This design comes from an exercise in tuning for small area and a short achievable clock period on the open sky130 flow, not from production work.
Where RTL was checked, it was by simulation tests only, not by an equivalence proof against the original.
No functional check of the RTL was part of runs 1 and 2.
Power figures rest on the tool's default switching activity, not on a simulated workload.

$ cat design/flow/config.mk
export PLATFORM = sky130hd
export DESIGN_NAME = fp32_add
export DESIGN_NICKNAME = fp32_add
export VERILOG_FILES = /design/flow/design.v
export SDC_FILE = /design/flow/constraint.sdc
export NUM_CORES = 4
export LEC_CHECK = 0
export ABC_AREA = 1
export CAP_MARGIN = 20
export CORE_MARGIN = 2
export CORE_UTILIZATION = 40
export CTS_BUF_LIST = sky130_fd_sc_hd__clkbuf_8
export SETUP_SLACK_MARGIN = 2.5
export SLEW_MARGIN = 20
$ cat design/flow/constraint.sdc
create_clock -name core_clock -period 6.5 [get_ports {clk}]
set_input_delay 1.3000 -clock core_clock [delete_from_list [all_inputs] [get_ports {clk}]]
set_output_delay 1.3000 -clock core_clock [all_outputs]
set_load 0.01 [all_outputs]
$ cat design/flow/design.v
`default_nettype none
module fp32_add(
    input wire clk,
    input wire [31:0] a,
    input wire [31:0] b,
    input wire sub,
    input wire [2:0] rm,
    output wire [31:0] result,
    output wire nv,
    output wire of,
    output wire nx
);
    integer k;
    wire a_sign = a[31];
    wire b_sign = b[31] ^ sub;
    wire [7:0] a_exp = a[30:23];
    wire [7:0] b_exp = b[30:23];
    wire [22:0] a_frac = a[22:0];
    wire [22:0] b_frac = b[22:0];
    wire s0_is_sub = a_sign ^ b_sign;
    wire a_hid = |a_exp;
    wire b_hid = |b_exp;
    wire [7:0] a_eeff = {a_exp[7:1], a_exp[0] | ~a_hid};
    wire [7:0] b_eeff = {b_exp[7:1], b_exp[0] | ~b_hid};
    wire [7:0] d_ab = a_eeff - b_eeff;
    wire [7:0] d_ba = b_eeff - a_eeff;
    wire swap = a[30:0] < b[30:0];
    wire [7:0] l_exp = swap ? b_exp : a_exp;
    wire [22:0] l_frac = swap ? b_frac : a_frac;
    wire [23:0] s_sig = swap ? {a_hid, a_frac} : {b_hid, b_frac};
    wire l_sign = swap ? b_sign : a_sign;
    wire [4:0] s0_off = swap ? d_ba[4:0] : d_ab[4:0];
    wire s0_far = swap ? |d_ba[7:5] : |d_ab[7:5];    
    reg r1_sign, r1_is_sub;
    reg [2:0] r1_rm;
    reg [7:0] r1_lexp;
    reg [22:0] r1_lfrac;
    reg [23:0] r1_ssig;
    reg [4:0] r1_off;
    reg r1_far;
    always @(posedge clk) begin
        r1_sign <= l_sign;
        r1_is_sub <= s0_is_sub;
        r1_rm <= rm;
        r1_lexp <= l_exp;
        r1_lfrac <= l_frac;
        r1_ssig <= s_sig;
        r1_off <= s0_off;
        r1_far <= s0_far;
    end
    wire l_hid = |r1_lexp;
    wire [7:0] l_e = {r1_lexp[7:1], r1_lexp[0] | ~l_hid};
    wire [27:0] in1 = {1'b0, l_hid, r1_lfrac, 3'b000};
    wire [26:0] sh0 = {r1_ssig, 3'b000};
    wire [26:0] sh1 = r1_far ? 27'b0 : r1_off[4] ? {16'b0, sh0[26:16]} : sh0;
    wire [26:0] sh2 = r1_off[3] ? {8'b0, sh1[26:8]} : sh1;
    wire [26:0] sh3 = r1_off[2] ? {4'b0, sh2[26:4]} : sh2;
    wire [26:0] sh4 = r1_off[1] ? {2'b0, sh3[26:2]} : sh3;
    wire [26:0] sh5 = r1_off[0] ? {1'b0, sh4[26:1]} : sh4;
    reg [23:0] smask;    
    always @*
        for (k = 0; k < 24; k = k + 1)
            smask[k] = r1_far | (r1_off >= k + 3);
    wire sticky = |(r1_ssig & smask);
    wire [27:0] in2 = {1'b0, sh5[26:1], sticky};
    wire [27:0] in2x = in2 ^ {28{r1_is_sub}};
    wire [28:0] sum_c = {in1, 1'b1} + {in2x, r1_is_sub};
    wire [27:0] s1_sum = sum_c[28:1];
    wire [7:0] s1_exp = l_e + 8'd1;
    wire l_emax = &r1_lexp;
    wire s_emax = l_emax & ~r1_far & ~|r1_off;
    wire l_fz = ~|r1_lfrac;
    wire s_fz = ~|r1_ssig[22:0];
    wire l_nan = l_emax & ~l_fz;
    wire l_inf = l_emax & l_fz;
    wire s_inf = s_emax & s_fz;
    wire l_snan = l_nan & ~r1_lfrac[22];
    wire s_snan = s_emax & ~s_fz & ~r1_ssig[22];
    wire inf_inf = r1_is_sub & l_inf & s_inf;
    wire s1_nv = l_snan | s_snan | inf_inf;
    wire s1_nan = l_nan | inf_inf;
    wire s1_inf = ~s1_nan & l_inf;
    wire [1:0] s1_special = {s1_nan, s1_inf | s1_nv};
    wire rdn = r1_rm == 3'b010;
    wire rup = r1_rm == 3'b011;
    wire rtz = r1_rm == 3'b001;
    wire rmm = r1_rm == 3'b100;
    wire s1_up = (rdn & r1_sign) | (rup & ~r1_sign);
    wire s1_dn = rtz | (rdn & ~r1_sign) | (rup & r1_sign);
    wire [1:0] s1_cls = {s1_up | rmm, s1_dn | rmm};
    wire s1_zsign = r1_is_sub ? rdn : r1_sign;
    reg r2_sign, r2_zsign;
    reg [1:0] r2_cls;
    reg [1:0] r2_special;
    reg [7:0] r2_exp;
    reg [27:0] r2_sum;
    always @(posedge clk) begin
        r2_sign <= r1_sign;
        r2_zsign <= s1_zsign;
        r2_cls <= s1_cls;
        r2_special <= s1_special;
        r2_exp <= s1_exp;
        r2_sum <= s1_sum;
    end
    wire e_small = ~|r2_exp[7:5];
    wire [3:0] pd_hi = {4{e_small}} & (4'b0001 << r2_exp[4:3]);
    wire [7:0] pd_lo = 8'b00000001 << r2_exp[2:0];
    reg [27:0] lim_mask;
    always @*
        for (k = 0; k < 28; k = k + 1)
            lim_mask[k] = pd_hi[(28 - k) >> 3] & pd_lo[(28 - k) & 7];
    wire [27:0] x = r2_sum | lim_mask;
    wire z4 = ~|x[27:12];
    wire [15:0] x4 = z4 ? x[11:0] << 4 : x[27:12];
    wire z3 = ~|x4[15:8];
    wire [7:0] x3 = z3 ? x4[7:0] : x4[15:8];
    wire z2 = ~|x3[7:4];
    wire [3:0] x2 = z2 ? x3[3:0] : x3[7:4];
    wire z1 = ~|x2[3:2];
    wire [1:0] x1 = z1 ? x2[1:0] : x2[3:2];
    wire z0 = ~x1[1];
    wire [4:0] lzc = {z4, z3, z2, z1, z0};
    wire [27:0] n4 = z4 ? {r2_sum[11:0], 16'b0} : r2_sum;
    wire [27:0] n3 = z3 ? {n4[19:0], 8'b0} : n4;
    wire [27:0] n2 = z2 ? {n3[23:0], 4'b0} : n3;
    wire [27:0] n1 = z1 ? {n2[25:0], 2'b0} : n2;
    wire [27:0] n0 = z0 ? {n1[26:0], 1'b0} : n1;
    wire c1 = r2_sum[27];
    wire c2 = ~r2_sum[27] & r2_sum[26];
    wire lsb = c1 ? r2_sum[4] : c2 ? r2_sum[3] : r2_sum[2];
    wire g = c1 ? r2_sum[3] : c2 ? r2_sum[2] : r2_sum[1];
    wire st = c1 ? |r2_sum[2:0] : c2 ? |r2_sum[1:0] : r2_sum[0];
    wire inexact = g | st;
    reg add_one;
    always @* begin
        case (r2_cls)
            2'd0: add_one = g & (lsb | st);
            2'd1: add_one = 1'b0;
            2'd2: add_one = g | st;
            default: add_one = g;
        endcase
    end
    wire sp_inf = r2_special == 2'b01;
    wire sp_nan = r2_special[1];
    wire sp = |r2_special;
    wire ovf = ~sp & c1 & (&r2_exp);           
    wire of_max = r2_cls == 2'd1;              
    wire zero_sign = ~|r2_sum;
    reg [7:0] s2_exp;
    reg [4:0] s2_lzc;
    reg [22:0] s2_frac;
    reg s2_msb;
    always @* begin
        s2_lzc = (sp | ovf | zero_sign) ? 5'd0 : lzc;
        s2_msb = sp | ovf | (~zero_sign & n0[27]);
        if (sp_nan) {s2_exp, s2_frac} = 31'h7fc00000;
        else if (sp_inf | (ovf & ~of_max)) {s2_exp, s2_frac} = 31'h7f800000;
        else if (ovf) {s2_exp, s2_frac} = 31'h7f7fffff;
        else {s2_exp, s2_frac} = {zero_sign ? 8'd1 : r2_exp, n0[26:4]};
    end
    wire s2_efe = ~sp & ((c1 & (r2_exp == 8'hfe)) | (c2 & (r2_exp == 8'hff)));
    wire w_ones = c1 ? &r2_sum[26:4] : c2 ? &r2_sum[25:3] : &r2_sum[24:2];
    wire w_lo_ones = c1 ? &r2_sum[15:4] : c2 ? &r2_sum[14:3] : &r2_sum[13:2];
    wire s2_inc = ~sp & ~ovf & add_one;
    reg r3_sign, r3_inc, r3_nx, r3_of, r3_nv, r3_efe, r3_carry, r3_lo_ones, r3_msb;
    reg [7:0] r3_exp;
    reg [4:0] r3_lzc;
    reg [22:0] r3_frac;
    always @(posedge clk) begin
        r3_sign <= ~sp_nan & (zero_sign ? r2_zsign : r2_sign);
        r3_inc <= s2_inc;
        r3_carry <= s2_inc & w_ones;
        r3_lo_ones <= w_lo_ones;
        r3_nx <= ~sp & (inexact | ovf);
        r3_of <= ovf;
        r3_nv <= r2_special == 2'b11;
        r3_exp <= s2_exp;
        r3_lzc <= s2_lzc;
        r3_msb <= s2_msb;
        r3_frac <= s2_frac;
        r3_efe <= s2_efe;
    end
    wire [11:0] frac_lo = r3_frac[11:0] + {11'b0, r3_inc};
    wire [10:0] frac_hi = r3_frac[22:12] + {10'b0, r3_inc & r3_lo_ones};
    wire [8:0] exp_c0x = {r3_exp, 1'b1} + {3'b111, ~r3_lzc, r3_msb};
    wire [7:0] exp_c0 = exp_c0x[8:1];
    wire [7:0] exp_c1 = r3_lzc[1] ? r3_exp - 8'd1 : r3_lzc[0] ? r3_exp : r3_exp + 8'd1;
    wire [7:0] exp_out = r3_carry ? exp_c1 : exp_c0;
    assign result = {r3_sign, exp_out, frac_hi, frac_lo};
    assign of = r3_of | (r3_efe & r3_carry);
    assign nx = r3_nx;
    assign nv = r3_nv;
endmodule
`default_nettype wire
$ cat design/flow/flow/run.sh
#!/bin/bash
# The standard layout, with plain buffers (sky130_fd_sc_hd__buf_1) on the ports instead of the
# delay cells that buffer_ports picks by default. Every port still gets its own buffer.
set -euo pipefail
export BUFFER_PORTS_ARGS="-buffer_cell sky130_fd_sc_hd__buf_1"
bash standard.sh > standard.log 2>&1
$ cat design/flow/standard.sh
#!/bin/bash
# synth_recipe.tcl (not shown) runs the flow's synth.tcl, then flattens the netlist and writes it again
# the make line also repeats each setting of config.mk as NAME=value (left out here)
make -C /OpenROAD-flow-scripts/flow DESIGN_CONFIG=/design/flow/config.mk WORK_HOME=/design/flow/orfs CLKGATE_MAP_FILE= SYNTH_SCRIPT=/design/flow/synth_recipe.tcl "${@:-finish}"
==> results.py, run 1 <==
metrics = {
    "critical_path": {
        "crit_chain": "inv_1 -> ha_1 -> a21oi_1 -> and2_1 -> nor2_1 -> nor2_1 -> o21bai_1 -> a21oi_1 -> nand3_1 -> nand2_1 -> xor2_1 -> buf_1",
        "worst-r2r-cell-count": 23,
        "cp-start-kind": "flop",
        "path_class": "flop to primary output",
        "slowest_stage": "dfxtp_4",
        "r2r_start": "r1_off[4]$_DFF_P_",
        "r2r_slack_ns": 2.71,
        "worstPathArrival_ns": 2.50,
        "critPathMaxFanout": 9,
        "critPathMaxStageDelay_ns": 0.41,
        "rr_endpoint": "r2_sum[11]$_DFF_P_",
        "worstPathRequired_ns": 5.20,
        "crit_path_end_kind": "primary output",
    },
    "min_path": {
        "hp-class": "flop to flop",
        "worstHoldStart": "r1_sign$_DFF_P_",
        "min_delay_worst_endpoint": "r2_sign$_DFF_P_",
        "hold_path_depth": 0,
    },
    "detailed_routing": {
        "viasPerCell": 5.21,
        "drc_errors": 0,
        "drt-pass1-iter-count": 6,
        "ant_nets": 0,
        "drt_wl_total_mm": 36.4,
        "wl_per_cell_um": 15.4,
        "drt_iter0_drc": 846,
        "vias": 12324,
    },
    "place": {
        "gp_congestion": 0.999,
        "port_buffers": 103,
        "hpwl_mm": 29.4,
    },
    "sta": {
        "fin_crit_sh": 0.585,
        "setup_viol": 0,
        "period_minus_slack_ns": 3.80,
        "rsz0062_at_grt": "false",
        "clock.fmax_mhz": 263,
        "tns_ns": 0,
        "whs_ns": 0.425,
        "tightest_slew_ns": 0.843,
        "finalHoldViolCount": 0,
        "slew_headroom": 0.437,
        "fin_worst_skew_ns": 0.0310,
        "drv_slew": 0,
    },
    "final_layout": {
        "diodes": 0,
        "drive_above_1_share": 0.0603,
        "nets": 2108,
        "area_growth_syn_to_layout_pct": 11.7,
    },
    "synthesis": {
        "synth_edf_count": 0,
        "synthArstFlopShare": 0,
        "ys_warn_count": 1,
        "ys_seq_elements": 153,
        "synthesis.area_um2": 11900,
        "syn_nets": 2031,
        "syn_inst": 1884,
        "synth.distinct_cells": 53,
        "ys_seq_area_frac": 0.257,
        "avgSynthCellArea_um2": 6.33,
        "synth_ff_type": "dfxtp_1",
    },
    "clock_tree": {
        "clock_path_buffers": 2,
        "cts.htree.levels": 4,
        "ctsHoldBuffers": 0,
        "clock_sinks": 153,
        "clkSlewWorstSetupHoldPaths_ns": 0.09,
        "cts_tree": "done",
        "root_buffer": "clkbuf_8",
        "cts_buffers": 17,
        "insertion_delay_ns": 0.48,
    },
    "global_route": {
        "antenna_found_initial": 0,
        "grt_pass1_wl_mm": 58.3,
        "overflow": 0,
        "grt_use_total": 0.232,
        "grt_pass1_vias": 11562,
        "grt_max_degree": 69,
    },
    "power_and_ir_drop": {
        "peakVddDrop_uv": 147,
        "total_leakage_power_nw": 6.39,
        "power_density_nw_per_um2": 407,
    },
    "floorplanning": {
        "floorplan.die_area_um2": 31200,
        "core-area_um2": 29500,
        "die_h_um": 177,
        "fp.dieW_um": 177,
        "rows": 63,
        "initial_utilization": 0.405,
        "ios": 104,
    },
    "flow_run": {
        "cap_violations": 0,
    },
    "status": {
        "status": "timing/DRC/antenna clean",
    },
}
## flip-flops by register name, indices dropped and copies added (netlist names), 2 cells and up
register,flops
r1_lexp,8
r1_lfrac,23
r1_off,5
r1_rm,3
r1_ssig,24
r2_cls,2
r2_exp,8
r2_special,2
r2_sum,28
r3_exp,8
r3_frac,23
r3_lzc,5
## timing repair
action	in CTS	in global routing
gates resized for setup	11	51
endpoints found under the setup margin	20	43
pin swaps	0	7
setup buffers	0	12
gates cloned	0	2
## worst max path at each step
stage | startpoint | end | slack (ns) | cells past startpoint
6_report | r3_lzc[1]$_SDFF_PP0_ | result[29] | 2.70 | 12
5_1_grt | r1_far$_DFF_P_ | r2_sum[27]$_DFF_P_ | 2.46 | 21
4_1_cts | r1_far$_DFF_P_ | r2_sum[27]$_DFF_P_ | 2.44 | 19
3_5_place_dp | r1_far$_DFF_P_ | r2_sum[27]$_DFF_P_ | 2.11 | 19
3_3_place_gp | r1_far$_DFF_P_ | r2_sum[27]$_DFF_P_ | 2.14 | 19
2_1_floorplan | r1_off[3]$_DFF_P_ | r2_sum[27]$_DFF_P_ | 3.00 | 18
## cell type report
cell class / instances / area [µm²]
Clock buffer: 17 / 234
Clock inverter: 15 / 205
Fill cell: 3245 / 16200
Inverter: 232 / 890
Multi-Input combinational cell: 1432 / 7880
Sequential cell: 153 / 3080
Tap cell: 390 / 488
Timing Repair Buffer: 124 / 546
Timing Repair inverter: 1 / 5.00
## metrics by stage
| stage | util | total power [mW] | cells | area (µm²) | setup slack [ns] |
|---|---|---|---|---|---|
| floorplan | - | 3.72 | 1884 | 11900 | 3.00 |
| global placement | 0.426 | 4.47 | 2318 | 12600 | 2.14 |
| detailed placement | 0.426 | 4.47 | 2318 | 12600 | 2.11 |
| CTS | 0.442 | 5.30 | 2350 | 13000 | 2.44 |
| global route | 0.452 | 5.94 | 2364 | 13300 | 2.46 |
| finish | 0.452 | 5.42 | 2364 | 13300 | 2.70 |
## Yosys cell counts, types with 11 or more instances
cell type	count	area share
a31oi_1	16	0.0084
mux2i_1	11	0.0092
nor3_1	33	0.014
nand4_1	21	0.011
nand3_1	131	0.055
nand2_1	500	0.16
dfxtp_1	153	0.26
xnor2_1	16	0.012
nor2_1	142	0.045
a21oi_1	100	0.042
xor2_1	72	0.053
o21ai_1	12	0.0050
clkbuf_1	42	0.013
nor4_1	23	0.012
o21ai_0	185	0.078
inv_1	221	0.070
ha_1	75	0.079
## kinds of logic after synthesis
family / after synthesis / share of synthesized area
XOR/XNOR: 88 / 0.0646
multiplexers: 11 / 0.00923
AND/OR/NAND/NOR: 883 / 0.314
adder cells (fa/ha/maj): 78 / 0.0837
flip-flops: 153 / 0.257
AO/OA/AOI/OAI: 372 / 0.172
buffers and inverters: 299 / 0.0991
## worst max-delay path, delay by kind of cell, from the launching register on
kind / cells / cell delay [ns]
AND/OR/NAND/NOR: 5 / 0.48
AO/OA/AOI/OAI: 3 / 0.41
flip-flops: 1 / 0.41
adder cells (fa/ha/maj): 1 / 0.34
buffers and inverters: 2 / 0.26
XOR/XNOR: 1 / 0.14
## cells in the final DEF, fill, tap and decap left out, types with 8 or more instances in the layout
cell,instances
dfxtp_1,148
buf_4,19
nand4_1,21
nor2_1,136
nor3_1,33
xor2_1,72
o21ai_1,13
nor2_4,12
inv_1,220
nor4_1,23
nand2_1,497
ha_1,72
xnor2_1,16
o21a_1,10
nand3_1,131
buf_1,103
a31oi_1,15
a21oi_1,95
clkbuf_8,17
mux2i_1,11
o21ai_0,181
o211ai_1,8
## power breakdown
group          internal [mW]  switching, mW
Combinational           1.08           1.98
Clock                  0.395          0.411
Sequential              1.24          0.327
## per-layer routing
layer | vias up | GRT usage | share of wire
met3 | 84 | 0.0290 | 0.038
met2 | 351 | 0.418 | 0.49
li1 | 6352 | - | -
met1 | 5537 | 0.282 | 0.44
met4 | 0 | 0.0837 | 0.034
met5 | - | 0 | 0
==> inputs of run 2 (changes only) <==
--- a/design/flow/config.mk
+++ b/design/flow/config.mk
@@ -12,3 +12,3 @@
 export CTS_BUF_LIST = sky130_fd_sc_hd__clkbuf_8
-export SETUP_SLACK_MARGIN = 2.5
+export SETUP_SLACK_MARGIN = 2.6
 export SLEW_MARGIN = 20
==> run 2 against run 1 <==
Core utilization is 0.41 points higher. Clock power is 0.5% lower. Still clean. Power is 1.1% higher. Clock skew is 0.0050 ns lower. Synthesized cell count stayed put. Critical path type unchanged. Critical path depth stayed put. Register-to-register slack better by 0.11 ns. Worst setup slack better by 0.079 ns. Largest power group unchanged. Critical endpoint unchanged.
==> results.py, run 2 <==
metrics = {
    "final_layout": {
        "nets": 2109,
        "multi_input_comb_area_um2": 7990,
        "area_growth_syn_to_layout_pct": 12.7,
        "layout_commonest_cell": "nand2_1",
        "drive_above_1_share": 0.0719,
        "largest_reg_flops": 28,
        "fillCellCount": 3234,
        "diodes": 0,
        "seq_area_um2": 3080,
        "largest-register": "r2_sum",
        "stdcell_area_um2": 13400,
        "final_cells": 2365,
        "mostFrequentLayoutCells": "nand2_1, inv_1, o21ai_0",
        "reg_top3": "r2_sum (28), r1_ssig (24)",
    },
    "global_route": {
        "antenna_found_initial": 0,
        "grt_pass1_wl_mm": 58.5,
        "grt_max_degree": 69,
        "grt.busiest_layer": "met2",
        "met3_usage": 0.0262,
        "overflow": 0,
        "grt_pass1_vias": 11640,
        "grtUsageMet1": 0.282,
        "grt_use_total": 0.233,
        "grt.met2_usage": 0.417,
    },
    "sta": {
        "period_minus_slack_ns": 3.72,
        "fin_crit_sh": 0.572,
        "drv_slew": 0,
        "tightest_slew_ns": 0.852,
        "whs_ns": 0.425,
        "finalHoldViolCount": 0,
        "setup_viol": 0,
        "tns_ns": 0,
        "fin_worst_skew_ns": 0.0260,
        "slew_headroom": 0.430,
        "rsz0062_at_grt": "true",
        "clock.fmax_mhz": 269,
    },
    "power_and_ir_drop": {
        "total_leakage_power_nw": 6.41,
        "peakVddDrop_uv": 152,
        "power_density_nw_per_um2": 408,
    },
    "floorplanning": {
        "initial_utilization": 0.405,
        "fp.dieW_um": 177,
        "die_h_um": 177,
        "floorplan.die_area_um2": 31200,
        "ios": 104,
        "core-area_um2": 29500,
        "rows": 63,
    },
    "place": {
        "port_buffers": 103,
        "gp_congestion": 0.999,
        "dp_cells": 2318,
        "hpwl_mm": 29.4,
        "place_area_um2": 12600,
    },
    "critical_path": {
        "critPathMaxFanout": 9,
        "cp-start-kind": "flop",
        "crit_chain": "inv_1 -> ha_4 -> nand3_1 -> and2_1 -> nor2_1 -> nor2_1 -> o21bai_1 -> a21oi_1 -> nand3_1 -> nand2_1 -> xor2_1 -> clkbuf_2",
        "crit_path_end_kind": "primary output",
        "cp_top_family": "simple AND/OR/NAND/NOR gates",
        "worstPathRequired_ns": 5.20,
        "worstPathArrival_ns": 2.42,
        "slowest_stage": "dfxtp_4",
        "critPathMaxStageDelay_ns": 0.41,
        "path_class": "flop to primary output",
        "crit_buf_inv": 2,
    },
    "synthesis": {
        "synth_most_common_cell": "nand2_1",
        "yosys-top-cells-count": "nand2_1, inv_1, o21ai_0",
        "synth-xor-area-share": 0.0646,
        "synthMuxAreaShare": 0.00923,
        "ys_seq_area_frac": 0.257,
        "avgSynthCellArea_um2": 6.33,
        "synth_top_area_frac": 0.257,
        "ys_warn_count": 1,
        "synthAdderAreaFrac": 0.0837,
        "synth_compound_area_frac": 0.172,
        "synth_edf_count": 0,
        "synthArstFlopShare": 0,
        "synthSimpleGateAreaFrac": 0.314,
        "syn_nets": 2031,
        "synth.top_cells.by_area": "dfxtp_1, nand2_1, ha_1",
        "synth.distinct_cells": 53,
        "ys_seq_elements": 153,
        "syn_inst": 1884,
        "synthesis.area_um2": 11900,
        "synth_ff_type": "dfxtp_1",
        "synth_top_family_by_area": "simple AND/OR/NAND/NOR gates",
        "synth_top_area_cell": "dfxtp_1",
    },
    "clock_tree": {
        "ctsHoldBuffers": 0,
        "clock_path_buffers": 2,
        "root_buffer": "clkbuf_8",
        "cts.htree.levels": 4,
        "clock_sinks": 153,
        "cts_buffers": 17,
        "insertion_delay_ns": 0.47,
        "cts_tree": "done",
        "clkSlewWorstSetupHoldPaths_ns": 0.09,
    },
    "detailed_routing": {
        "viasPerCell": 5.22,
        "drt-pass1-iter-count": 6,
        "ant_nets": 0,
        "drc_errors": 0,
        "wl_per_cell_um": 15.5,
        "drt_iter0_drc": 785,
        "drt_wl_total_mm": 36.7,
        "vias": 12346,
    },
    "status": {
        "status": "timing/DRC/antenna clean",
    },
    "min_path": {
        "hp-class": "flop to flop",
    },
    "flow_run": {
        "cap_violations": 0,
    },
}
## run 2: cell types whose count changed in the layout (fill, tap and decap cells not counted), sizes merged
cell | previous run | this run
clkbuf | 17 | 18
clkinvlp | 2 | 1
nor2 | 153 | 154
## run 2: final timing paths
path / startpoint / to / slack [ns] / cells after the start
max: r3_lzc[1]$_SDFF_PP0_ / result[29] / 2.78 / 12
min: r1_sign$_DFF_P_ / r2_sign$_DFF_P_ / 0.42 / 0
max reg2reg: r1_far$_DFF_P_ / r2_sum[24]$_DFF_P_ / 2.82 / 24
min reg2reg: r1_sign$_DFF_P_ / r2_sign$_DFF_P_ / 0.42 / 0
## run 2: metrics by stage
step	util	worst slack (ns)	power (mW)
floorplan	-	3.00	3.72
global placement	0.426	2.14	4.47
detailed placement	0.426	2.11	4.47
CTS	0.444	2.59	5.32
global route	0.456	2.56	6.00
finish	0.456	2.78	5.48
## run 2: cell type report
| class | instances | area share |
|---|---|---|
| clock buffer | 17 | 0.0174 |
| inverter | 232 | 0.0662 |
| tap | 390 | 0.0363 |
| sequential | 153 | 0.229 |
| clock inverter | 15 | 0.0153 |
| multi-input combinational | 1433 | 0.594 |
| timing repair buffer | 125 | 0.0415 |
## run 2: routing by layer
layer,share of wire,wire length [µm]
met2,0.49,17900
met3,0.039,1440
met4,0.037,1370
met5,0,0
met1,0.43,15900
## run 2: timing repair
item / 4_1_cts / 5_1_grt
cloned: 0 / 2
buffers inserted: 3 / 10
endpoints found under the setup margin: 40 / 49
pin swaps: 0 / 13
gates resized for setup: 20 / 71
## run 2: cells by family (layout without fill, tap and decap cells)
kind of cell	count (synthesis)	count (layout)
flops	153	153
fa+ha+maj	78	78
buf+inv	299	389
simple gates	883	884
compound gates	372	372
xor+xnor	88	88
mux	11	11
## run 2: report_power, final
group          internal [mW]  switching, mW
sequential              1.24          0.332
combinational           1.10           2.01
clock                  0.395          0.406
total                   2.73           2.75
==> inputs of run 3 (changes only) <==
--- a/design/flow/design.v
+++ b/design/flow/design.v
@@ -164,3 +164,3 @@
     wire s2_inc = ~sp & ~ovf & add_one;
-    reg r3_sign, r3_inc, r3_nx, r3_of, r3_nv, r3_efe, r3_carry, r3_lo_ones, r3_msb;
+    reg r3_sign, r3_inc, r3_nx, r3_of, r3_nv, r3_carry, r3_lo_ones, r3_msb;
     reg [7:0] r3_exp;
@@ -174,3 +174,3 @@
         r3_nx <= ~sp & (inexact | ovf);
-        r3_of <= ovf;
+        r3_of <= ovf | (s2_efe & s2_inc & w_ones);
         r3_nv <= r2_special == 2'b11;
@@ -180,3 +180,2 @@
         r3_frac <= s2_frac;
-        r3_efe <= s2_efe;
     end
@@ -189,3 +188,3 @@
     assign result = {r3_sign, exp_out, frac_hi, frac_lo};
-    assign of = r3_of | (r3_efe & r3_carry);
+    assign of = r3_of;
     assign nx = r3_nx;
--- a/design/flow/config.mk
+++ b/design/flow/config.mk
@@ -12,3 +12,3 @@
 export CTS_BUF_LIST = sky130_fd_sc_hd__clkbuf_8
-export SETUP_SLACK_MARGIN = 2.6
+export SETUP_SLACK_MARGIN = 2.7
 export SLEW_MARGIN = 20
==> run 3 against run 2 <==
Power increased by 1.5%. Core utilization grew 0.40 points. Fmax is 0.93% higher. Final cell count is essentially flat. Combinational power is 2% higher. Non-clock buffer count increased by 4. Die area decreased by 0.66%. Global-route usage rose by 0.69 points. Critical path depth stayed put. Routed wire length grew 5.5%. Still clean on timing, DRC and antenna. Synthesized cell count down 0.69%.
==> results.py, run 3 <==
metrics = {
    "status": {
        "status": "timing/DRC/antenna clean",
    },
    "min_path": {
        "worstHoldStart": "r1_sign$_DFF_P_",
        "hp-class": "flop to flop",
    },
    "critical_path": {
        "path_class": "flop to primary output",
        "crit_start": "r3_lzc[1]$_SDFF_PP0_",
        "cp-endpoint": "result[29]",
        "crit_path_end_kind": "primary output",
        "cp-start-kind": "flop",
        "critPathMaxFanout": 8,
        "worstPathArrival_ns": 2.39,
        "worstPathRequired_ns": 5.20,
        "rr_endpoint": "r2_sum[24]$_DFF_P_",
        "worst-r2r-cell-count": 19,
        "r2r_slack_ns": 2.93,
        "r2r_start": "r1_off[4]$_DFF_P_",
    },
    "global_route": {
        "overflow": 0,
        "antenna_found_initial": 0,
        "grt_use_total": 0.240,
        "grt_max_degree": 52,
        "grt_pass1_vias": 11569,
        "grt_pass1_wl_mm": 59.2,
    },
    "final_layout": {
        "stdcell_area_um2": 13500,
        "final_cells": 2366,
        "layout_commonest_cell": "nand2_1",
        "area_growth_syn_to_layout_pct": 14.1,
        "largest-register": "r2_sum",
        "post-route-util": 0.460,
        "seq_area_um2": 3060,
        "mostFrequentLayoutCells": "nand2_1, inv_1, o21ai_0",
        "nets": 2110,
        "largest_reg_flops": 28,
        "drive_above_1_share": 0.0810,
        "diodes": 0,
        "reg_top3": "r2_sum (28), r1_ssig (24)",
        "fillCellCount": 3142,
        "multi_input_comb_area_um2": 7990,
    },
    "synthesis": {
        "synth_most_common_cell": "nand2_1",
        "synth.distinct_cells": 54,
        "synth_ff_type": "dfxtp_1",
        "syn_inst": 1871,
        "synth.top_cells.by_area": "dfxtp_1, nand2_1, ha_1",
        "avgSynthCellArea_um2": 6.33,
        "synth_edf_count": 0,
        "synthArstFlopShare": 0,
        "yosys-top-cells-count": "nand2_1, inv_1, o21ai_0",
        "ys_seq_area_frac": 0.257,
        "ys_warn_count": 1,
        "ys_seq_elements": 152,
        "synthesis.area_um2": 11900,
        "synth_top_area_frac": 0.257,
        "synth_top_area_cell": "dfxtp_1",
        "syn_nets": 2018,
    },
    "sta": {
        "worst_slack_ns": 2.81,
        "fin_crit_sh": 0.567,
        "tightest_slew_ns": 0.966,
        "slew_headroom": 0.350,
        "drv_slew": 0,
        "finalHoldViolCount": 0,
        "setup_viol": 0,
        "clock.fmax_mhz": 271,
        "fin_worst_skew_ns": 0.0160,
        "period_minus_slack_ns": 3.69,
        "whs_ns": 0.466,
        "tns_ns": 0,
        "rsz0062_at_grt": "true",
    },
    "clock_tree": {
        "root_buffer": "clkbuf_8",
        "insertion_delay_ns": 0.48,
        "clkSlewWorstSetupHoldPaths_ns": 0.09,
        "cts_tree": "done",
        "cts_buffers": 17,
        "clock_sinks": 152,
        "clock_path_buffers": 2,
        "cts.htree.levels": 4,
    },
    "detailed_routing": {
        "vias": 12600,
        "drt_wl_total_mm": 38.7,
        "drt-pass1-iter-count": 6,
        "drc_errors": 0,
        "drt_iter0_drc": 1238,
        "wl_per_cell_um": 16.3,
        "ant_nets": 0,
        "viasPerCell": 5.33,
    },
    "place": {
        "place_area_um2": 12500,
        "gp_congestion": 0.973,
        "dp_cells": 2307,
        "hpwl_mm": 29.8,
        "preCtsSetupSlack_ns": 1.97,
        "port_buffers": 103,
    },
    "flow_run": {
        "cap_violations": 0,
    },
    "floorplanning": {
        "die_h_um": 176,
        "floorplan.die_area_um2": 31000,
        "ios": 104,
        "initial_utilization": 0.403,
        "rows": 63,
        "fp.dieW_um": 176,
        "core-area_um2": 29400,
    },
    "power_and_ir_drop": {
        "peakVddDrop_uv": 129,
        "total_leakage_power_nw": 6.46,
        "p_total_mw": 5.56,
        "power_density_nw_per_um2": 411,
    },
}
-- run 3: logic make-up after synthesis --
| family | after synthesis | share of synthesized area |
|---|---|---|
| DFF | 152 | 0.257 |
| and+or+nand+nor | 881 | 0.316 |
| AOI/OAI and AO/OA | 363 | 0.170 |
| muxes | 10 | 0.00845 |
| adders and majority gates | 78 | 0.0842 |
| xor gates and xnor gates | 88 | 0.0650 |
| buffers and inverters | 299 | 0.100 |
-- run 3: metal layers --
layer  share of wire  vias up  track usage
met3           0.052       80       0.0310
li1                -     6340            -
met2            0.50      451        0.441
met5               0        -            0
met4           0.034        0       0.0875
met1            0.41     5729        0.284
-- run 3: critical path: stages, from the launching register on --
cell and delay (ns):
dfxtp_4 0.41, inv_4 0.06, ha_4 0.25, a21oi_2 0.14, and2_4 0.18, nor2_4 0.03, nor2_1 0.09, o21bai_1 0.11
a21oi_2 0.16, nand3_1 0.09, nand2_1 0.09, xor2_1 0.15, buf_2 0.15
-- run 3: repair_timing --
item / 4_1_cts / 5_1_grt
setup buffers: 0 / 18
cloned: 1 / 8
setup endpoints to repair: 53 / 74
gates resized for setup: 32 / 73
hold buffers: 0 / 0
pin swaps: 0 / 20
-- run 3: cell type report --
cell class,count,area share
inverter,235,0.0681
tap,390,0.0361
sequential,152,0.226
clock buffer,18,0.0183
timing repair inverter,2,0.000925
clock inverter,14,0.0144
timing repair buffer,129,0.0449
multi-input combinational,1426,0.591
-- run 3: power by group --
group	internal, mW	switching, mW
sequential	1.23	0.355
clock	0.431	0.383
combinational	1.11	2.05
-- run 3: worst min path at each step --
stage                 endpoint  slack, ns  cells after the start
6_report       r2_sign$_DFF_P_       0.47                      0
5_1_grt        r2_sign$_DFF_P_       0.47                      0
4_1_cts        r2_sign$_DFF_P_       0.48                      0
3_5_place_dp     r3_nv$_DFF_P_       0.47                      2
3_3_place_gp     r3_nv$_DFF_P_       0.47                      2
2_1_floorplan  r2_sign$_DFF_P_       0.36                      0
==> inputs of run 4 (changes only) <==
--- a/design/flow/config.mk
+++ b/design/flow/config.mk
@@ -12,3 +12,3 @@
 export CTS_BUF_LIST = sky130_fd_sc_hd__clkbuf_8
-export SETUP_SLACK_MARGIN = 2.7
+export SETUP_SLACK_MARGIN = 2.8
 export SLEW_MARGIN = 20
==> run 4 against run 3 <==
Synthesized area is the same. Sequential share of layout area shrank 0.22 points. Worst setup slack gained 0.082 ns. Still clean on timing, DRC and antenna. Cell area grew 1.1%. Core utilization grew 0.50 points. Clock power is essentially flat. Critical path depth is the same. Clock skew shrank 0.0015 ns. Power grew 1.0%. Synthesized cell count is the same.
==> results.py, run 4 <==
metrics = {
    "final_layout": {
        "layout_commonest_cell": "nand2_1",
        "diodes": 0,
        "largest-register": "r2_sum",
        "final_cells": 2377,
        "largest_reg_flops": 28,
        "drive_above_1_share": 0.0921,
        "reg_top3": "r2_sum (28), r1_ssig (24)",
        "multi_input_comb_area_um2": 8040,
        "area_growth_syn_to_layout_pct": 15.4,
        "stdcell_area_um2": 13700,
        "nets": 2121,
        "fillCellCount": 3122,
        "mostFrequentLayoutCells": "nand2_1, inv_1, o21ai_0",
        "seq_area_um2": 3070,
    },
    "critical_path": {
        "critPathMaxFanout": 5,
        "worstPathArrival_ns": 2.30,
        "cp-start-kind": "flop",
        "path_class": "flop to primary output",
        "crit_path_end_kind": "primary output",
        "worstPathRequired_ns": 5.20,
    },
    "clock_tree": {
        "cts_buffers": 17,
        "clock_path_buffers": 2,
        "insertion_delay_ns": 0.47,
        "root_buffer": "clkbuf_8",
        "clock_sinks": 152,
        "cts_tree": "done",
        "cts.htree.levels": 4,
        "ctsHoldBuffers": 0,
        "clkSlewWorstSetupHoldPaths_ns": 0.09,
    },
    "flow_run": {
        "cap_violations": 0,
    },
    "synthesis": {
        "synthArstFlopShare": 0,
        "synthesis.area_um2": 11900,
        "syn_inst": 1871,
        "yosys-top-cells-count": "nand2_1, inv_1, o21ai_0",
        "synth_most_common_cell": "nand2_1",
        "synth_ff_type": "dfxtp_1",
        "ys_warn_count": 1,
        "synth_edf_count": 0,
        "synth_top_area_frac": 0.257,
        "avgSynthCellArea_um2": 6.33,
        "synth.distinct_cells": 54,
        "ys_seq_area_frac": 0.257,
        "syn_nets": 2018,
        "ys_seq_elements": 152,
        "synth.top_cells.by_area": "dfxtp_1, nand2_1, ha_1",
        "synth_top_area_cell": "dfxtp_1",
    },
    "place": {
        "hpwl_mm": 29.8,
        "gp_congestion": 0.973,
        "port_buffers": 103,
        "place_area_um2": 12500,
        "dp_cells": 2307,
    },
    "global_route": {
        "grt_pass1_wl_mm": 59.3,
        "overflow": 0,
        "grt_max_degree": 52,
        "grt_pass1_vias": 11573,
        "antenna_found_initial": 0,
        "grt_use_total": 0.240,
    },
    "floorplanning": {
        "floorplan.die_area_um2": 31000,
        "core-area_um2": 29400,
        "die_h_um": 176,
        "initial_utilization": 0.403,
        "ios": 104,
        "rows": 63,
        "fp.dieW_um": 176,
    },
    "detailed_routing": {
        "drt_iter0_drc": 1117,
        "vias": 12686,
        "drc_errors": 0,
        "wl_per_cell_um": 16.3,
        "viasPerCell": 5.34,
        "drt_wl_total_mm": 38.8,
        "drt-pass1-iter-count": 6,
        "ant_nets": 0,
    },
    "sta": {
        "tns_ns": 0,
        "setup_viol": 0,
        "fin_crit_sh": 0.554,
        "clock.fmax_mhz": 277,
        "period_minus_slack_ns": 3.60,
        "fin_worst_skew_ns": 0.0144,
        "slew_headroom": 0.391,
        "finalHoldViolCount": 0,
        "whs_ns": 0.471,
        "tightest_slew_ns": 0.905,
        "drv_slew": 0,
        "rsz0062_at_grt": "true",
    },
    "power_and_ir_drop": {
        "p_total_mw": 5.62,
        "total_leakage_power_nw": 6.55,
        "power_density_nw_per_um2": 411,
        "peakVddDrop_uv": 125,
    },
    "min_path": {
        "hp-class": "flop to flop",
    },
    "status": {
        "status": "timing/DRC/antenna clean",
    },
}
==> run 4: cell counts after synthesis <==
No cell type changed its count.
==> run 4: repair_timing <==
item / 4_1_cts / 5_1_grt
endpoints found under the setup margin: 78 / 75
cloned: 1 / 9
buffers inserted: 1 / 27
pin swaps: 2 / 26
resized for setup: 47 / 79
==> run 4: final cells by class <==
class                      instances  area share
clock buffer                      18      0.0181
clock inverter                    14      0.0143
inverter                         235      0.0677
multi-input combinational       1427       0.588
sequential                       152       0.224
tap                              390      0.0357
timing repair buffer             139      0.0511
timing repair inverter             2    0.000915
==> run 4: routing by layer <==
layer | share of wire | routed length [µm] | vias up | GRT usage
met5 | 0 | 0 | - | 0
met4 | 0.038 | 1460 | 0 | 0.0875
met3 | 0.053 | 2050 | 87 | 0.0310
met2 | 0.50 | 19400 | 455 | 0.443
met1 | 0.41 | 15800 | 5780 | 0.284
li1 | - | - | 6364 | -
==> run 4: kinds of logic (layout without fill, tap and decap cells) <==
| group | after synthesis | after routing | synth area share |
|---|---|---|---|
| and+or+nand+nor | 881 | 888 | 0.316 |
| xor gates and xnor gates | 88 | 88 | 0.0650 |
| buffers and inverters | 299 | 408 | 0.100 |
| adders and majority gates | 78 | 78 | 0.0842 |
| muxes | 10 | 10 | 0.00845 |
| DFF | 152 | 152 | 0.257 |
| AOI/OAI and AO/OA | 363 | 363 | 0.170 |
==> run 4: report_power, final <==
group,switching [mW],leakage [nW],internal [mW],total (mW)
clock,0.383,0.223,0.431,0.814
sequential,0.350,1.28,1.23,1.58
combinational,2.06,5.04,1.16,3.22
total,2.80,6.55,2.83,5.62
==> run 4: critical path: stages, from the launching register on <==
cell      delay (ns)
dfxtp_2         0.36
inv_4           0.05
fa_2            0.39
nand3_1         0.08
and2_4          0.14
nor2_1          0.05
o21ai_1         0.14
nand2_1         0.08
nand2_2         0.07
o211ai_1        0.09
nand2_1         0.11
xor2_1          0.14
buf_2           0.15
==> run 4: through the flow <==
step / utilization / worst slack [ns]
3_3_place_gp: 0.425 / 2.05
6_report: 0.465 / 2.90
3_5_place_dp: 0.425 / 1.97
2_1_floorplan: - / 3.02
4_1_cts: 0.446 / 2.81
5_1_grt: 0.465 / 2.69
==> run 4: worst paths after layout <==
check,startpoint,end,slack [ns],cells past startpoint
worst max-delay path,r3_lzc[0]$_SDFF_PP0_,result[30],2.90,12
worst min-delay path,r1_sign$_DFF_P_,r2_sign$_DFF_P_,0.47,0
worst min register to register,r1_sign$_DFF_P_,r2_sign$_DFF_P_,0.47,0
worst max register to register,r2_exp[6]$_DFF_P_,r3_frac[10]$_SDFF_PP0_,3.04,27
==> inputs of run 5 (changes only) <==
--- a/design/flow/config.mk
+++ b/design/flow/config.mk
@@ -12,3 +12,3 @@
 export CTS_BUF_LIST = sky130_fd_sc_hd__clkbuf_8
-export SETUP_SLACK_MARGIN = 2.8
+export SETUP_SLACK_MARGIN = 2.5
 export SLEW_MARGIN = 20
==> run 5 against run 4 <==
Via count decreased by 2.9%. Cell area fell by 3.8%. Sequential share of layout area rose by 0.77 points. Critical endpoint is now result[29]. Largest cell class unchanged. Largest power group unchanged.
==> results.py, run 5 <==
metrics = {
    "final_layout": {
        "drive_above_1_share": 0.0563,
        "multi_input_comb_area_um2": 7800,
        "layout_commonest_cell": "nand2_1",
        "area_growth_syn_to_layout_pct": 11.1,
        "diodes": 0,
        "largest-register": "r2_sum",
        "seq_area_um2": 3050,
        "reg_top3": "r2_sum (28), r1_ssig (24)",
        "largest_reg_flops": 28,
        "stdcell_area_um2": 13200,
        "fillCellCount": 3158,
        "post-route-util": 0.448,
        "mostFrequentLayoutCells": "nand2_1, inv_1, o21ai_0",
        "nets": 2088,
    },
    "synthesis": {
        "synth_compound_area_frac": 0.170,
        "synth_most_common_cell": "nand2_1",
        "synthesis.area_um2": 11900,
        "ys_seq_elements": 152,
        "synthSimpleGateAreaFrac": 0.316,
        "synth_top_area_cell": "dfxtp_1",
        "syn_nets": 2018,
        "ys_seq_area_frac": 0.257,
        "synth.top_cells.by_area": "dfxtp_1, nand2_1, ha_1",
        "ys_warn_count": 1,
        "synth_top_family_by_area": "simple AND/OR/NAND/NOR gates",
        "synth_top_area_frac": 0.257,
        "synth-xor-area-share": 0.0650,
        "synth.distinct_cells": 54,
        "synth_edf_count": 0,
        "yosys-top-cells-count": "nand2_1, inv_1, o21ai_0",
        "synthMuxAreaShare": 0.00845,
        "synthAdderAreaFrac": 0.0842,
        "avgSynthCellArea_um2": 6.33,
        "synthArstFlopShare": 0,
        "synth_ff_type": "dfxtp_1",
        "syn_inst": 1871,
    },
    "place": {
        "hpwl_mm": 29.8,
        "port_buffers": 103,
        "gp_congestion": 0.973,
        "place_area_um2": 12500,
        "preCtsSetupSlack_ns": 1.97,
    },
    "detailed_routing": {
        "drt-pass1-iter-count": 6,
        "viasPerCell": 5.26,
        "vias": 12322,
        "drt_iter0_drc": 1142,
        "drt_wl_total_mm": 37.0,
        "drc_errors": 0,
        "ant_nets": 0,
        "wl_per_cell_um": 15.8,
    },
    "power_and_ir_drop": {
        "total_leakage_power_nw": 6.30,
        "peakVddDrop_uv": 125,
        "p_switching_mw": 2.66,
        "power_frac_seq": 0.294,
        "power_density_nw_per_um2": 407,
        "power_frac_comb": 0.554,
        "clkPwrFrac": 0.151,
        "p_sw_frac": 0.496,
        "p_int_mw": 2.70,
    },
    "global_route": {
        "grt_max_degree": 52,
        "grt_pass1_wl_mm": 59.1,
        "grt_pass1_vias": 11534,
        "antenna_found_initial": 0,
        "overflow": 0,
        "grt_use_total": 0.239,
    },
    "critical_path": {
        "crit_path_end_kind": "primary output",
        "worstPathArrival_ns": 2.46,
        "worst-r2r-cell-count": 16,
        "cp-start-kind": "flop",
        "worstPathRequired_ns": 5.20,
        "critPathMaxFanout": 8,
        "path_class": "flop to primary output",
    },
    "clock_tree": {
        "clkSlewWorstSetupHoldPaths_ns": 0.08,
        "cts_tree": "done",
        "cts.htree.levels": 4,
        "insertion_delay_ns": 0.47,
        "root_buffer": "clkbuf_8",
        "clock_sinks": 152,
        "cts_buffers": 17,
        "clock_path_buffers": 2,
    },
    "flow_run": {
        "cap_violations": 0,
    },
    "min_path": {
        "hp-class": "flop to flop",
        "hold_path_depth": 0,
    },
    "sta": {
        "rsz0062_at_grt": "true",
        "fin_worst_skew_ns": 0.0141,
        "drv_slew": 0,
        "fin_crit_sh": 0.579,
        "whs_ns": 0.467,
        "slew_headroom": 0.393,
        "tns_ns": 0,
        "finalHoldViolCount": 0,
        "worst_slack_ns": 2.74,
        "period_minus_slack_ns": 3.76,
        "tightest_slew_ns": 0.902,
        "setup_viol": 0,
        "clock.fmax_mhz": 266,
    },
    "floorplanning": {
        "core-area_um2": 29400,
        "die_h_um": 176,
        "rows": 63,
        "floorplan.die_area_um2": 31000,
        "initial_utilization": 0.403,
        "fp.dieW_um": 176,
        "ios": 104,
    },
    "status": {
        "status": "timing/DRC/antenna clean",
    },
}
run 5: cell type report:
cell class / instances / share of cell area
flip-flops and latches: 152 / 0.232
clock inverters: 14 / 0.0148
inverters: 235 / 0.0682
multi-input cells: 1421 / 0.593
repair inverters: 1 / 0.000570
clock buffers: 18 / 0.0188
repair buffers: 113 / 0.0358
well taps: 390 / 0.0371
run 5: what timing repair did:
| item | CTS | global route |
|---|---|---|
| gates cloned | 1 | 1 |
| endpoints found under the setup margin | 22 | 69 |
| hold buffers | 0 | 0 |
| buffers inserted | 0 | 3 |
| pin swaps | 0 | 3 |
| resized for setup | 14 | 40 |
run 5: routing by layer:
metal,share of wire,vias up,wire [µm],track usage
li1,-,6287,-,-
met1,0.42,5597,15600,0.284
met2,0.50,376,18600,0.440
met3,0.046,62,1700,0.0308
met4,0.032,0,1180,0.0864
met5,0,-,0,0
run 5: power by group through the flow:
stage / registers (mW) / clock network, mW / logic, mW
after floorplan: 1.41 / 0 / 2.29
after global placement: 1.58 / 0 / 2.84
after detailed placement: 1.59 / 0 / 2.85
after CTS: 1.57 / 0.836 / 2.87
after global routing: 1.60 / 0.870 / 3.40
final: 1.58 / 0.811 / 2.97
run 5: worst max-delay path, stage by stage (launching register included):
cell and delay, ns:
dfxtp_4 0.38, inv_1 0.15, ha_4 0.24, a21oi_1 0.15, and2_1 0.18, nor2_1 0.07, nor2_1 0.09, o21bai_1 0.08
a21oi_1 0.16, nand3_1 0.09, nand2_1 0.10, xor2_1 0.15, clkbuf_2 0.15
run 5: stage by stage:
step,cells,total power [mW]
floorplan,1871,3.70
global placement,2307,4.42
detailed placement,2307,4.43
CTS,2340,5.27
global route,2344,5.87
finish,2344,5.36
run 5: worst paths after layout:
kind | from | end | slack [ns]
worst max-delay path | r3_lzc[1]$_SDFF_PP0_ | result[29] | 2.74
worst min-delay path | r1_sign$_DFF_P_ | r2_sign$_DFF_P_ | 0.47
worst max register to register | r1_off[3]$_DFF_P_ | r2_sum[23]$_DFF_P_ | 2.82
worst min register to register | r1_sign$_DFF_P_ | r2_sign$_DFF_P_ | 0.47
run 5: kinds of logic (layout without fill, tap and decap cells):
| family | Yosys count | after routing |
|---|---|---|
| mux | 10 | 10 |
| compound gates | 363 | 363 |
| xor+xnor | 88 | 88 |
| flops | 152 | 152 |
| buf+inv | 299 | 381 |
| simple gates | 881 | 882 |
| fa+ha+maj | 78 | 78 |
==> inputs of run 6 (changes only) <==
--- a/design/flow/config.mk
+++ b/design/flow/config.mk
@@ -12,3 +12,3 @@
 export CTS_BUF_LIST = sky130_fd_sc_hd__clkbuf_8
-export SETUP_SLACK_MARGIN = 2.5
+export SETUP_SLACK_MARGIN = 2.6
 export SLEW_MARGIN = 20
==> run 6 against run 5 <==
Register-to-register slack improved by 0.09 ns. Clock skew increased by 0.0024 ns. Non-clock buffer count increased by 4. Critical path depth unchanged. Fmax increased by 2.0%. Synthesized cell count unchanged. Final cell count increased by 0.17%. Count of clock-buffer cells in the layout unchanged. Critical endpoint unchanged. Largest cell class unchanged. Highest routed layer unchanged.
==> results.py, run 6 <==
metrics = {
    "floorplanning": {
        "core-area_um2": 29400,
        "die_h_um": 176,
        "initial_utilization": 0.403,
        "floorplan.die_area_um2": 31000,
        "fp.dieW_um": 176,
        "rows": 63,
        "ios": 104,
    },
    "final_layout": {
        "reg_top3": "r2_sum (28), r1_ssig (24)",
        "mostFrequentLayoutCells": "nand2_1, inv_1, o21ai_0",
        "area_growth_syn_to_layout_pct": 11.7,
        "layout_commonest_cell": "nand2_1",
        "fillCellCount": 3155,
        "largest_reg_flops": 28,
        "nets": 2092,
        "post-route-util": 0.450,
        "drive_above_1_share": 0.0654,
        "diodes": 0,
        "largest-register": "r2_sum",
    },
    "sta": {
        "slew_headroom": 0.388,
        "period_minus_slack_ns": 3.69,
        "rsz0062_at_grt": "false",
        "fin_crit_sh": 0.568,
        "drv_slew": 0,
        "setup_viol": 0,
        "clock.fmax_mhz": 271,
        "finalHoldViolCount": 0,
        "fin_worst_skew_ns": 0.0165,
        "tightest_slew_ns": 0.910,
        "tns_ns": 0,
    },
    "global_route": {
        "overflow": 0,
        "grt.met2_usage": 0.442,
        "grt_pass1_vias": 11546,
        "grt_max_degree": 52,
        "grt_pass1_wl_mm": 59.2,
        "antenna_found_initial": 0,
        "grtUsageMet1": 0.284,
        "grt.busiest_layer": "met2",
        "met3_usage": 0.0308,
        "grt_use_total": 0.240,
    },
    "place": {
        "port_buffers": 103,
        "hpwl_mm": 29.8,
        "gp_congestion": 0.973,
    },
    "detailed_routing": {
        "drt-pass1-iter-count": 7,
        "ant_nets": 0,
        "vias": 12384,
        "drt_iter0_drc": 1170,
        "drt_wl_total_mm": 37.2,
        "drc_errors": 0,
        "wl_per_cell_um": 15.9,
        "viasPerCell": 5.27,
    },
    "critical_path": {
        "worstPathRequired_ns": 5.20,
        "critPathMaxFanout": 8,
        "crit_path_end_kind": "primary output",
        "cp-start-kind": "flop",
        "worstPathArrival_ns": 2.39,
        "path_class": "flop to primary output",
        "worst-r2r-cell-count": 14,
    },
    "synthesis": {
        "synth.distinct_cells": 54,
        "synth.top_cells.by_area": "dfxtp_1, nand2_1, ha_1",
        "ys_warn_count": 1,
        "syn_nets": 2018,
        "syn_inst": 1871,
        "yosys-top-cells-count": "nand2_1, inv_1, o21ai_0",
        "synth_ff_type": "dfxtp_1",
        "synth_top_area_cell": "dfxtp_1",
        "avgSynthCellArea_um2": 6.33,
        "ys_seq_elements": 152,
        "synthArstFlopShare": 0,
        "synth_edf_count": 0,
        "ys_seq_area_frac": 0.257,
        "synth_most_common_cell": "nand2_1",
        "synthesis.area_um2": 11900,
        "synth_top_area_frac": 0.257,
    },
    "power_and_ir_drop": {
        "power_frac_seq": 0.294,
        "p_int_mw": 2.71,
        "peakVddDrop_uv": 126,
        "power_density_nw_per_um2": 407,
        "total_leakage_power_nw": 6.32,
        "power_frac_comb": 0.556,
        "clkPwrFrac": 0.151,
        "p_sw_frac": 0.497,
        "p_switching_mw": 2.68,
    },
    "clock_tree": {
        "ctsHoldBuffers": 0,
        "clkSlewWorstSetupHoldPaths_ns": 0.09,
        "clock_sinks": 152,
        "cts.htree.levels": 4,
        "root_buffer": "clkbuf_8",
        "cts_tree": "done",
        "clock_path_buffers": 2,
        "insertion_delay_ns": 0.48,
        "cts_buffers": 17,
    },
    "min_path": {
        "hp-class": "flop to flop",
        "hold_path_depth": 0,
    },
    "status": {
        "status": "timing/DRC/antenna clean",
    },
    "flow_run": {
        "cap_violations": 0,
    },
}
[run 6: cell counts after synthesis]
Identical to the previous run, type by type.
[run 6: area by class of cell]
cell class | instances | area, µm² | share of cell area
Clock buffer | 18 | 248 | 0.0187
Clock inverter | 14 | 195 | 0.0147
Inverter | 235 | 905 | 0.0683
Multi-Input combinational cell | 1421 | 7830 | 0.592
Sequential cell | 152 | 3060 | 0.231
Tap cell | 390 | 488 | 0.0369
Timing Repair Buffer | 117 | 503 | 0.0380
Timing Repair inverter | 1 | 7.51 | 0.000567
[run 6: repair_timing]
| item | CTS | global route |
|---|---|---|
| gates resized for setup | 20 | 54 |
| pin swaps | 0 | 5 |
| cloned | 1 | 1 |
| setup buffers | 0 | 7 |
| endpoints found under the setup margin | 49 | 75 |
[run 6: path summary, 6_finish.rpt]
path	slack, ns	end	start
worst max-delay path	2.81	result[29]	r3_lzc[1]$_SDFF_PP0_
worst min-delay path	0.47	r2_sign$_DFF_P_	r1_sign$_DFF_P_
worst max register to register	2.91	r2_sum[27]$_DFF_P_	r1_off[2]$_DFF_P_
worst min register to register	0.47	r2_sign$_DFF_P_	r1_sign$_DFF_P_
[run 6: cell families (layout without fill, tap and decap cells)]
kind of cell	after synthesis	count (layout)	synth area share
AOI/OAI and AO/OA	363	363	0.170
buffers and inverters	299	385	0.100
muxes	10	10	0.00845
adders and majority gates	78	78	0.0842
xor gates and xnor gates	88	88	0.0650
DFF	152	152	0.257
and+or+nand+nor	881	882	0.316
[run 6: metal layers]
layer	share of wire	routed length (µm)
met5	0	0
met4	0.032	1200
met3	0.048	1790
met2	0.50	18600
met1	0.42	15600
[run 6: through the flow]
step                total power [mW]  instance area (µm²)  std cells  hold slack (ns)  worst slack, ns
global route                    5.90                13200       2348            0.475             2.58
floorplan                       3.70                11900       1871            0.364             3.02
detailed placement              4.43                12500       2307            0.471             1.97
CTS                             5.29                13000       2340            0.480             2.61
global placement                4.42                12500       2307            0.470             2.05
finish                          5.39                13200       2348            0.472             2.81
[run 6: worst max-delay path, cell delays in order, from the launching register on]
cell and delay (ns):
dfxtp_4 0.39, inv_2 0.07, ha_4 0.29, nand3_1 0.09, and2_1 0.20, nor2_2 0.10, nor2_1 0.05, o21bai_1 0.21
a21oi_2 0.08, nand3_1 0.08, nand2_1 0.07, xor2_1 0.14, buf_2 0.15
[run 6: power groups by stage]
stage	clock [mW]	sequential (mW)	combinational, mW
4_1_cts	0.836	1.57	2.88
2_1_floorplan	0	1.41	2.29
6_report	0.814	1.58	3.00
5_1_grt	0.870	1.61	3.42
3_5_place_dp	0	1.59	2.85
3_3_place_gp	0	1.58	2.84
==> inputs of run 7 (changes only) <==
--- a/design/flow/config.mk
+++ b/design/flow/config.mk
@@ -12,2 +12,3 @@
 export CTS_BUF_LIST = sky130_fd_sc_hd__clkbuf_8
+export PLACE_DENSITY = 0.65
 export SETUP_SLACK_MARGIN = 2.6
==> run 7 against run 6 <==
Count of clock-buffer cells in the layout up 1. Critical endpoint is now result[22]. Routed wire length down 0.77%. Via count up 0.10%. Largest power group unchanged. Sequential cell count unchanged. Still clean on timing, DRC and antenna. First-iteration DRC count down 15%. Sequential power about the same. Worst setup slack worse by 0.026 ns.
==> results.py, run 7 <==
metrics = {
    "status": {
        "status": "timing/DRC/antenna clean",
    },
    "synthesis": {
        "syn_inst": 1871,
        "synth.top_cells.by_area": "dfxtp_1, nand2_1, ha_1",
        "synth_most_common_cell": "nand2_1",
        "avgSynthCellArea_um2": 6.33,
        "ys_seq_elements": 152,
        "synth_top_area_cell": "dfxtp_1",
        "synth_top_area_frac": 0.257,
        "synth.distinct_cells": 54,
        "synthArstFlopShare": 0,
        "yosys-top-cells-count": "nand2_1, inv_1, o21ai_0",
        "ys_warn_count": 1,
        "syn_nets": 2018,
        "synthesis.area_um2": 11900,
        "ys_seq_area_frac": 0.257,
        "synth_edf_count": 0,
        "synth_ff_type": "dfxtp_1",
    },
    "critical_path": {
        "worstPathRequired_ns": 5.20,
        "cpMostUsedCell": "ha_1",
        "crit_path_end_kind": "primary output",
        "path_class": "flop to primary output",
        "rr_endpoint": "r2_sum[17]$_DFF_P_",
        "crit_chain": "nand2_1 -> inv_1 -> ha_1 -> ha_1 -> nand3_1 -> nor4b_1 -> nand4_1 -> xnor2_1 -> buf_1",
        "r2r_slack_ns": 2.87,
        "critPathMaxStageDelay_ns": 0.48,
        "r2r_start": "r1_off[3]$_DFF_P_",
        "worst-r2r-cell-count": 19,
        "critPathMaxFanout": 3,
        "worstPathArrival_ns": 2.42,
        "cp_top_family": "simple AND/OR/NAND/NOR gates",
        "slowest_stage": "nor4b_1",
        "crit_buf_inv": 2,
        "cp-start-kind": "flop",
    },
    "floorplanning": {
        "ios": 104,
        "die_h_um": 176,
        "fp.dieW_um": 176,
        "floorplan.die_area_um2": 31000,
        "initial_utilization": 0.403,
        "rows": 63,
        "core-area_um2": 29400,
    },
    "sta": {
        "period_minus_slack_ns": 3.72,
        "fin_worst_skew_ns": 0.0226,
        "drv_slew": 0,
        "slew_headroom": 0.445,
        "tightest_slew_ns": 0.825,
        "tns_ns": 0,
        "finalHoldViolCount": 0,
        "clock.fmax_mhz": 269,
        "setup_viol": 0,
        "rsz0062_at_grt": "true",
        "whs_ns": 0.461,
        "fin_crit_sh": 0.572,
    },
    "clock_tree": {
        "cts_buffers": 17,
        "clock_path_buffers": 2,
        "clkSlewWorstSetupHoldPaths_ns": 0.09,
        "ctsHoldBuffers": 0,
        "root_buffer": "clkbuf_8",
        "cts_tree": "done",
        "insertion_delay_ns": 0.48,
        "cts.htree.levels": 4,
        "clock_sinks": 152,
    },
    "final_layout": {
        "seq_area_um2": 3060,
        "multi_input_comb_area_um2": 7820,
        "fillCellCount": 3131,
        "mostFrequentLayoutCells": "nand2_1, inv_1, o21ai_0",
        "largest_reg_flops": 28,
        "area_growth_syn_to_layout_pct": 11.5,
        "drive_above_1_share": 0.0637,
        "layout_commonest_cell": "nand2_1",
        "largest-register": "r2_sum",
        "reg_top3": "r2_sum (28), r1_ssig (24)",
        "nets": 2097,
        "diodes": 0,
        "post-route-util": 0.449,
    },
    "power_and_ir_drop": {
        "peakVddDrop_uv": 144,
        "p_total_mw": 5.34,
        "power_density_nw_per_um2": 404,
        "total_leakage_power_nw": 6.33,
    },
    "place": {
        "hpwl_mm": 29.5,
        "gp_congestion": 0.979,
        "port_buffers": 103,
    },
    "detailed_routing": {
        "vias": 12397,
        "wl_per_cell_um": 15.7,
        "drt_wl_total_mm": 37.0,
        "drt_iter0_drc": 996,
        "viasPerCell": 5.27,
        "drc_errors": 0,
        "drt-pass1-iter-count": 6,
        "ant_nets": 0,
    },
    "global_route": {
        "antenna_found_initial": 0,
        "overflow": 0,
        "grt_use_total": 0.234,
        "grt_pass1_wl_mm": 58.1,
        "grt_pass1_vias": 11511,
        "grt_max_degree": 70,
    },
    "flow_run": {
        "cap_violations": 0,
    },
    "min_path": {
        "worstHoldStart": "r2_special[0]$_DFF_P_",
        "hp-class": "flop to flop",
        "hold_path_depth": 2,
        "min_delay_worst_endpoint": "r3_nv$_DFF_P_",
    },
}
run 7: cell types whose count changed in the layout (fill, tap and decap cells not counted), sizes merged:
| cell | delta |
|---|---|
| buf | +4 |
| bufinv | -2 |
| inv | +2 |
| nand2 | +1 |
run 7: layout make-up:
class | count | area share
well taps | 390 | 0.0369
multi-input cells | 1422 | 0.592
clock inverters | 13 | 0.0110
inverters | 235 | 0.0686
repair buffers | 120 | 0.0394
clock buffers | 19 | 0.0198
flip-flops and latches | 152 | 0.231
repair inverters | 2 | 0.000947
run 7: repair_timing:
action	in CTS	in global routing
endpoints found under the setup margin	47	48
setup buffers	0	10
gates cloned	1	3
resized for setup	17	50
pin swaps	0	6
run 7: worst min-delay path, stage by stage (launching register included):
cell	delay, ns
dfxtp_1	0.31
nand2_1	0.06
inv_1	0.05
run 7: cell families (layout without fill, tap and decap cells):
family | after synthesis | in the layout | share of synthesized area
simple gates | 881 | 883 | 0.316
compound gates | 363 | 363 | 0.170
buf+inv | 299 | 389 | 0.100
flops | 152 | 152 | 0.257
xor+xnor | 88 | 88 | 0.0650
fa+ha+maj | 78 | 78 | 0.0842
mux | 10 | 10 | 0.00845
run 7: report_power, final:
part           switching (mW)  internal [mW]  leakage, nW
clock network           0.395          0.366        0.205
logic                    1.94           1.06         4.85
registers               0.357           1.23         1.28
run 7: worst max-delay path by stage:
| stage | slack [ns] | from | endpoint | cells past startpoint |
|---|---|---|---|---|
| floorplan | 3.02 | r1_off[4]$_DFF_P_ | r2_sum[24]$_DFF_P_ | 16 |
| global placement | 1.91 | r1_off[4]$_DFF_P_ | r2_sum[24]$_DFF_P_ | 17 |
| detailed placement | 1.75 | r1_off[4]$_DFF_P_ | r2_sum[24]$_DFF_P_ | 17 |
| CTS | 2.59 | r1_off[4]$_DFF_P_ | r2_sum[24]$_DFF_P_ | 17 |
| global route | 2.59 | r3_exp[1]$_SDFF_PP1_ | result[29] | 11 |
| finish | 2.78 | r3_inc$_DFF_P_ | result[22] | 9 |
run 7: routing by layer:
layer	track usage	up-vias	wire, µm
met4	0.0957	0	1370
met5	0	-	0
li1	-	6322	-
met1	0.285	5579	15900
met2	0.419	407	17900
met3	0.0233	89	1760
run 7: metrics by stage:
step | cell area (µm²) | std cells | setup WS (ns)
after floorplan | 11900 | 1871 | 3.02
after global placement | 12500 | 2307 | 1.91
after detailed placement | 12500 | 2307 | 1.75
after CTS | 12900 | 2340 | 2.59
after global routing | 13200 | 2353 | 2.59
final | 13200 | 2353 | 2.78
==> inputs of run 8 (changes only) <==
--- a/design/flow/config.mk
+++ b/design/flow/config.mk
@@ -12,3 +12,4 @@
 export CTS_BUF_LIST = sky130_fd_sc_hd__clkbuf_8
-export PLACE_DENSITY = 0.65
+export CTS_CLUSTER_DIAMETER = 150
+export CTS_CLUSTER_SIZE = 40
 export SETUP_SLACK_MARGIN = 2.6
==> run 8 against run 7 <==
Clock power grew 7.0%. Global-route usage grew 0.60 points. Still clean on timing, DRC and antenna. Power grew 0.93%. Sequential share of layout area is essentially flat. Critical path depth grew 3. First-iteration DRC count grew 17%. Count of clock-buffer cells in the layout shrank 1. Synthesized area is the same. Sequential power is essentially flat. Critical path type unchanged. Register-to-register slack gained 0.04 ns.
==> results.py, run 8 <==
metrics = {
    "detailed_routing": {
        "ant_nets": 0,
        "drt-pass1-iter-count": 7,
        "drt_wl_total_mm": 37.2,
    },
    "sta": {
        "fin_worst_skew_ns": 0.0165,
        "slew_headroom": 0.388,
        "drv_slew": 0,
        "period_minus_slack_ns": 3.69,
        "tns_ns": 0,
    },
    "final_layout": {
        "mostFrequentLayoutCells": "nand2_1, inv_1, o21ai_0",
        "diodes": 0,
        "reg_top3": "r2_sum (28), r1_ssig (24)",
        "largest-register": "r2_sum",
        "layout_commonest_cell": "nand2_1",
        "nets": 2092,
        "final_cells": 2348,
    },
    "synthesis": {
        "synth.top_cells.by_area": "dfxtp_1, nand2_1, ha_1",
        "synthArstFlopShare": 0,
        "syn_nets": 2018,
        "synthesis.area_um2": 11900,
        "synthAdderAreaFrac": 0.0842,
        "synth_compound_area_frac": 0.170,
        "synth_top_area_frac": 0.257,
        "synth_edf_count": 0,
        "synthMuxAreaShare": 0.00845,
        "ys_seq_elements": 152,
    },
    "critical_path": {
        "critPathMaxFanout": 8,
        "cp-start-kind": "flop",
        "worstPathRequired_ns": 5.20,
        "path_class": "flop to primary output",
        "crit_start": "r3_lzc[1]$_SDFF_PP0_",
    },
    "global_route": {
        "overflow": 0,
        "grt_max_degree": 52,
        "grt_use_total": 0.240,
        "grt_pass1_wl_mm": 59.2,
    },
    "floorplanning": {
        "core-area_um2": 29400,
        "rows": 63,
        "fp.dieW_um": 176,
        "initial_utilization": 0.403,
    },
    "place": {
        "dp_cells": 2307,
        "place_area_um2": 12500,
        "hpwl_mm": 29.8,
    },
    "power_and_ir_drop": {
        "peakVddDrop_uv": 126,
        "power_density_nw_per_um2": 407,
        "total_leakage_power_nw": 6.32,
    },
    "min_path": {
        "worstHoldStart": "r1_sign$_DFF_P_",
        "hold_path_depth": 0,
    },
    "clock_tree": {
        "cts_tree": "done",
        "insertion_delay_ns": 0.48,
    },
    "status": {
        "status": "timing/DRC/antenna clean",
    },
}
## run 8: cell count changes in the layout (fill, tap and decap cells not counted), sizes merged
cell and change:
buf -4, nand2 -1, bufinv +2, inv -2
## run 8: power breakdown
| part | switching [mW] | total (mW) | internal [mW] | leakage (nW) |
|---|---|---|---|---|
| logic | 1.94 | 3.00 | 1.05 | 4.81 |
| registers | 0.354 | 1.58 | 1.23 | 1.28 |
| clock network | 0.383 | 0.814 | 0.431 | 0.223 |
| total | 2.68 | 5.39 | 2.71 | 6.32 |
## run 8: logic make-up after synthesis
family,count (synthesis)
simple gates,881
compound gates,363
buf+inv,299
flops,152
xor+xnor,88
fa+ha+maj,78
mux,10
## run 8: stage by stage
step / hold slack (ns) / utilization / power [mW]
after floorplan: 0.364 / - / 3.70
after global placement: 0.470 / 0.425 / 4.42
after detailed placement: 0.471 / 0.425 / 4.43
after CTS: 0.480 / 0.442 / 5.29
after global routing: 0.475 / 0.450 / 5.90
final: 0.472 / 0.450 / 5.39
## run 8: routing by layer
layer  routed length, µm  up-vias  track usage
met5                   0        -            0
met4                1200        0       0.0864
met3                1790       69       0.0308
met2               18600      385        0.442
met1               15600     5637        0.284
li1                    -     6293            -
## run 8: timing repair
item	CTS	global route
buffers inserted	0	7
hold buffers	0	0
endpoints found under the setup margin	49	75
cloned	1	1
pin swaps	0	5
gates resized for setup	20	54
## run 8: path summary, 6_finish.rpt
path / to / slack, ns
worst max register to register: r2_sum[27]$_DFF_P_ / 2.91
worst min register to register: r2_sign$_DFF_P_ / 0.47
worst max-delay path: result[29] / 2.81
worst min-delay path: r2_sign$_DFF_P_ / 0.47
## run 8: cell type report
type / count / area, µm²
clock buffer: 18 / 248
clock inverter: 14 / 195
fill: 3155 / 16200
inverter: 235 / 905
multi-input combinational: 1421 / 7830
sequential: 152 / 3060
tap: 390 / 488
timing repair buffer: 117 / 503
timing repair inverter: 1 / 7.51
## run 8: worst max-delay path: stages, from the launching register on
cell and delay (ns):
dfxtp_4 0.39, inv_2 0.07, ha_4 0.29, nand3_1 0.09, and2_1 0.20, nor2_2 0.10
nor2_1 0.05, o21bai_1 0.21, a21oi_2 0.08, nand3_1 0.08, nand2_1 0.07, xor2_1 0.14
buf_2 0.15

Setup slack of run 8, layout unchanged: 2.808 ns with ideal ports, 2.761 ns with driving cells assumed (clock clkbuf_16, inputs buf_2), 2.404 ns with port delays also shifted by the 0.516 ns mid clock arrival.
